What follows belongs to an exercise in optimizing a design on an open flow for small area, a short achievable clock period and few clock cycles; a production flow would make more cautious choices.
Only simulation tests tie the RTL to the original design; equivalence was not proved.
Power and IR drop assume default switching activity.

red:
==> flow/design.v <==
module simple_cpu (
    input clk,
    input rst_n,
    input instr_valid,
    input [15:0] instr,
    output instr_ready,
    input [7:0] mem_rdata,
    input mem_ready,
    output reg mem_req,
    output reg mem_we,
    output [7:0] mem_addr,
    output [7:0] mem_wdata,
    output reg done,
    output reg [3:0] flags   
);
  reg [7:0] regfile[0:7];
  reg x_alu;   
  reg x_fix;   
  reg [2:0] x_rd;
  reg [3:0] x_imm;
  reg c_add, c_sub, c_g, c_p, c_shl, c_shr;
  reg [7:0] opa;   
  reg [7:0] opb;   
  reg a_c4;   
  integer i;
  wire x_ld = mem_req & ~mem_we;
  wire mwait = mem_req & ~mem_ready;
  wire stall = x_fix | mwait;
  assign instr_ready = ~stall;
  wire accept = instr_valid & ~stall;
  assign mem_wdata = opa;
  assign mem_addr = {opb[7:4] + {3'b000, a_c4}, opb[3:0]};
  wire [7:0] bx = opb ^ {8{c_sub}};
  wire [7:0] p = opa ^ bx;
  wire [7:0] g = opa & bx;
  wire [7:0] g1, p1, g2, p2, g3, p3;
  genvar k;
  generate
    for (k = 0; k < 8; k = k + 1) begin : pfx
      if (k % 2 == 1) begin : l1a
        assign g1[k] = g[k] | (p[k] & g[k-1]);
        assign p1[k] = p[k] & p[k-1];
      end else begin : l1b
        assign g1[k] = g[k];
        assign p1[k] = p[k];
      end
      if (k % 4 >= 2) begin : l2a
        assign g2[k] = g1[k] | (p1[k] & g1[(k/4)*4+1]);
        assign p2[k] = p1[k] & p1[(k/4)*4+1];
      end else begin : l2b
        assign g2[k] = g1[k];
        assign p2[k] = p1[k];
      end
      if (k >= 4) begin : l3a
        assign g3[k] = g2[k] | (p2[k] & g2[3]);
        assign p3[k] = p2[k] & p2[3];
      end else begin : l3b
        assign g3[k] = g2[k];
        assign p3[k] = p2[k];
      end
    end
  endgenerate
  wire [7:0] cy = {g3[6:0] | (p3[6:0] & {7{c_sub}}), c_sub};
  wire [7:0] sum = p ^ cy;
  wire [2:0] rot = opb[2:0];
  wire [7:0] r1 = rot[0] ? {opa[6:0], opa[7]} : opa;
  wire [7:0] r2 = rot[1] ? {r1[5:0], r1[7:6]} : r1;
  wire [7:0] r3 = rot[2] ? {r2[3:0], r2[7:4]} : r2;
  reg [7:0] shmask;
  always @(*) begin
    for (i = 0; i < 8; i = i + 1)
      shmask[i] = (c_shl & (i >= rot)) | (c_shr & ((rot == 3'd0) | (i < rot)));
  end
  wire [7:0] alu_res = ({8{c_add}} & sum) | ({8{c_g}} & g) | ({8{c_p}} & p) |
                       (shmask & r3);
  wire [7:0] wr_val = alu_res | ({8{x_ld}} & mem_rdata);
  wire wr_en = x_alu | (x_ld & mem_ready);
  wire [3:0] i_op = instr[15:12];
  wire [2:0] i_rd = instr[11:9];
  wire [2:0] i_rs = instr[7:5];
  wire [3:0] i_imm = instr[3:0];
  wire i_alu = (i_op >= 4'h1) && (i_op <= 4'h8);
  wire i_mem = (i_op == 4'h9) || (i_op == 4'hA);
  wire i_immop = (i_op == 4'h6) || (i_op == 4'h7) || (i_op == 4'h8);
  wire [2:0] ra = i_rd;
  wire [2:0] rb = i_rs;
  wire [3:0] ri = i_imm;
  wire [7:0] ra_oh = 8'b1 << ra;
  wire [7:0] rb_oh = 8'b1 << rb;
  reg [7:0] rf_a, rf_b;
  always @(*) begin
    rf_a = 8'h00;
    rf_b = 8'h00;
    for (i = 0; i < 8; i = i + 1) begin
      rf_a = rf_a | ({8{ra_oh[i]}} & regfile[i]);
      rf_b = rf_b | ({8{rb_oh[i]}} & regfile[i]);
    end
  end
  wire [3:0] lp = rf_b[3:0] ^ ri;
  wire [3:0] lg = rf_b[3:0] & ri;
  wire lc1 = lg[0];
  wire lc2 = lg[1] | (lp[1] & lg[0]);
  wire lc3 = lg[2] | (lp[2] & lg[1]) | (lp[2] & lp[1] & lg[0]);
  wire lc4 = lg[3] | (lp[3] & lg[2]) | (lp[3] & lp[2] & lg[1]) | (lp[3] & lp[2] & lp[1] & lg[0]);
  wire [4:0] lo = {lc4, lp[3] ^ lc3, lp[2] ^ lc2, lp[1] ^ lc1, lp[0]};
  wire [4:0] lo_fix = {1'b0, opb[3:0]} + {1'b0, x_imm};
  wire fwd_a = wr_en && (x_rd == i_rd);
  wire hz_b = wr_en && (x_rd == i_rs);   
  wire fwd_b = hz_b && !i_immop;
  wire [2:0] i_rot = (i_op == 4'h8) ? 3'd0 - i_imm[2:0] : i_imm[2:0];
  wire [7:0] opb_rf = i_mem ? {rf_b[7:4], lo[3:0]} : (i_immop ? {4'h0, i_imm[3], i_rot} : rf_b);
  always @(posedge clk) begin
    c_add <= accept & ((i_op == 4'h1) || (i_op == 4'h2) || (i_op == 4'h6));
    c_sub <= accept & (i_op == 4'h2);
    c_g   <= accept & ((i_op == 4'h3) || (i_op == 4'h4));   
    c_p   <= accept & ((i_op == 4'h4) || (i_op == 4'h5));   
    c_shl <= accept & (i_op == 4'h7) & !i_imm[3];
    c_shr <= accept & (i_op == 4'h8) & !i_imm[3];
    opa <= ({8{stall}} & opa) | ({8{~stall & fwd_a}} & wr_val) | ({8{~stall & ~fwd_a}} & rf_a);
    opb <= ({8{mwait}} & opb) | ({8{x_fix}} & {opb[7:4], lo_fix[3:0]}) |
           ({8{~stall & fwd_b}} & wr_val) | ({8{~stall & ~fwd_b}} & opb_rf);
    a_c4 <= (mwait & a_c4) | (x_fix & lo_fix[4]) | (~stall & lo[4]);
    if (!stall) begin
      x_rd  <= i_rd;
      x_imm <= i_imm;
      mem_we <= (i_op == 4'hA);
    end
  end
  always @(posedge clk or negedge rst_n) begin
    if (!rst_n) begin
      x_alu <= 1'b0;
      x_fix <= 1'b0;
      mem_req <= 1'b0;
      done <= 1'b0;
      flags <= 4'b0;
      for (i = 0; i < 8; i = i + 1) regfile[i] <= 8'h0;
    end else begin
      x_alu <= accept & i_alu;
      if (x_fix) begin
        x_fix <= 1'b0;
        mem_req <= 1'b1;
      end else if (!mwait) begin
        x_fix <= accept & i_mem & hz_b;
        mem_req <= accept & i_mem & ~hz_b;
      end
      if (accept && i_op == 4'hF) done <= 1'b1;
      if (wr_en) regfile[x_rd] <= wr_val;
      if (x_alu) begin
        flags[3] <= (alu_res == 8'h0);
        flags[2] <= alu_res[7];
      end
    end
  end
endmodule
==> flow/config.mk <==
export PLATFORM = sky130hd
export DESIGN_NAME = simple_cpu
export DESIGN_NICKNAME = simple_cpu
export VERILOG_FILES = /design/flow/design.v
export SDC_FILE = /design/flow/constraint.sdc
export NUM_CORES = 4
export LEC_CHECK = 0
export ABC_AREA = 1
export CAP_MARGIN = 20
export CORE_MARGIN = 2
export CORE_UTILIZATION = 40
export CTS_BUF_LIST = sky130_fd_sc_hd__clkbuf_8
export CTS_CLUSTER_SIZE = 30
export SETUP_SLACK_MARGIN = 2.4
export SLEW_MARGIN = 20
==> flow/constraint.sdc <==
create_clock -name core_clock -period 5.0 [get_ports {clk}]
set_input_delay 1.0000 -clock core_clock [delete_from_list [all_inputs] [get_ports {clk}]]
set_output_delay 1.0000 -clock core_clock [all_outputs]
set_load 0.01 [all_outputs]
standard.sh (not shown) runs the stock make flow with config.mk's settings and CLKGATE_MAP_FILE= SYNTH_SCRIPT=/design/flow/synth_recipe.tcl, a recipe that flattens the netlist after the stock synthesis.
==> flow/flow/run.sh <==
#!/bin/bash
# Standard layout, with plain buf_1 cells as the port buffers and resizing not
# held to each cell's footprint.
set -euo pipefail
bash standard.sh "BUFFER_PORTS_ARGS=-buffer_cell sky130_fd_sc_hd__buf_1" MATCH_CELL_FOOTPRINT=0 finish > make_finish.log 2>&1
Testbench counts of red, summed over its fixed seeds: cycles 4,970.
The inputs of blue differ from those of red as listed below.
-- flow/design.v --
<<< red, line 121
           ({8{~stall & fwd_b}} & wr_val) | ({8{~stall & ~fwd_b}} & opb_rf);
    a_c4 <= (mwait & a_c4) | (x_fix & lo_fix[4]) | (~stall & lo[4]);
    if (!stall) begin
      x_rd  <= i_rd;
      x_imm <= i_imm;
      mem_we <= (i_op == 4'hA);
    end
>>> blue, line 121
           ({8{~stall & fwd_b}} & wr_val) | ({8{~stall & ~fwd_b}} & opb_rf);
    a_c4 <= (mwait & a_c4) | (x_fix & lo_fix[4]) | (~stall & lo[4]);
    x_imm <= i_imm;   
    if (!stall) begin
      x_rd  <= i_rd;
      mem_we <= (i_op == 4'hA);
    end
### Flow results
In the flow results for blue and red, the starting density of the core is larger on blue.
blue vs. red: clock transition at the register clock pins on the worst setup and hold paths after CTS comparable, share of layout cells above drive strength 1 now larger, critical-path maximum fanout now larger, final cell count without fillers comparable, sequential power share now larger.
blue — overall routing resource usage 0.72 points lower, red as reference
blue ends up with a minimum clock period after layout that is 0.025 ns lower than in red.
Changes observed in blue relative to red: portion of the clock cycle consumed by the worst path in the final layout decreased by 0.49 points relative to the old numbers; hold slack now smaller; total power shows a reduction of about 4%.
Testbench counts of blue, summed over its fixed seeds: cycles 4,970.

[what the ideal ports hide]
The results above use ideal ports. As a check the final layouts listed here were re-extracted and re-timed, cells and wires unchanged. Step 1 sets driving cells, clkbuf_16 on the clock port and buf_2 on the other inputs (assumed; they add their load-dependent delay and slew). Step 2 adds t to the input delays and takes it off the output delays; t is the mean of the earliest and latest rising clock arrival at the registers after step 1. Input paths then give back, and output paths get back, about the clock's delay inside the block. Slacks: no drivers / after step 1 / after step 2; pairs: no drivers / after step 1.
run	t (ns)	setup WS [ns]	hold WS [ns]	worst setup path after step 2
red	0.423	2.436 / 2.397 / 2.047	0.506 / 0.506 / 0.506	input to register
blue	0.434	2.460 / 2.437 / 2.053	0.481 / 0.481 / 0.481	input to register
After both steps every run listed still meets setup and hold. For blue, which loses most, drivers alone change the setup slack by -0.023 ns; drivers and shift together by -0.407 ns.
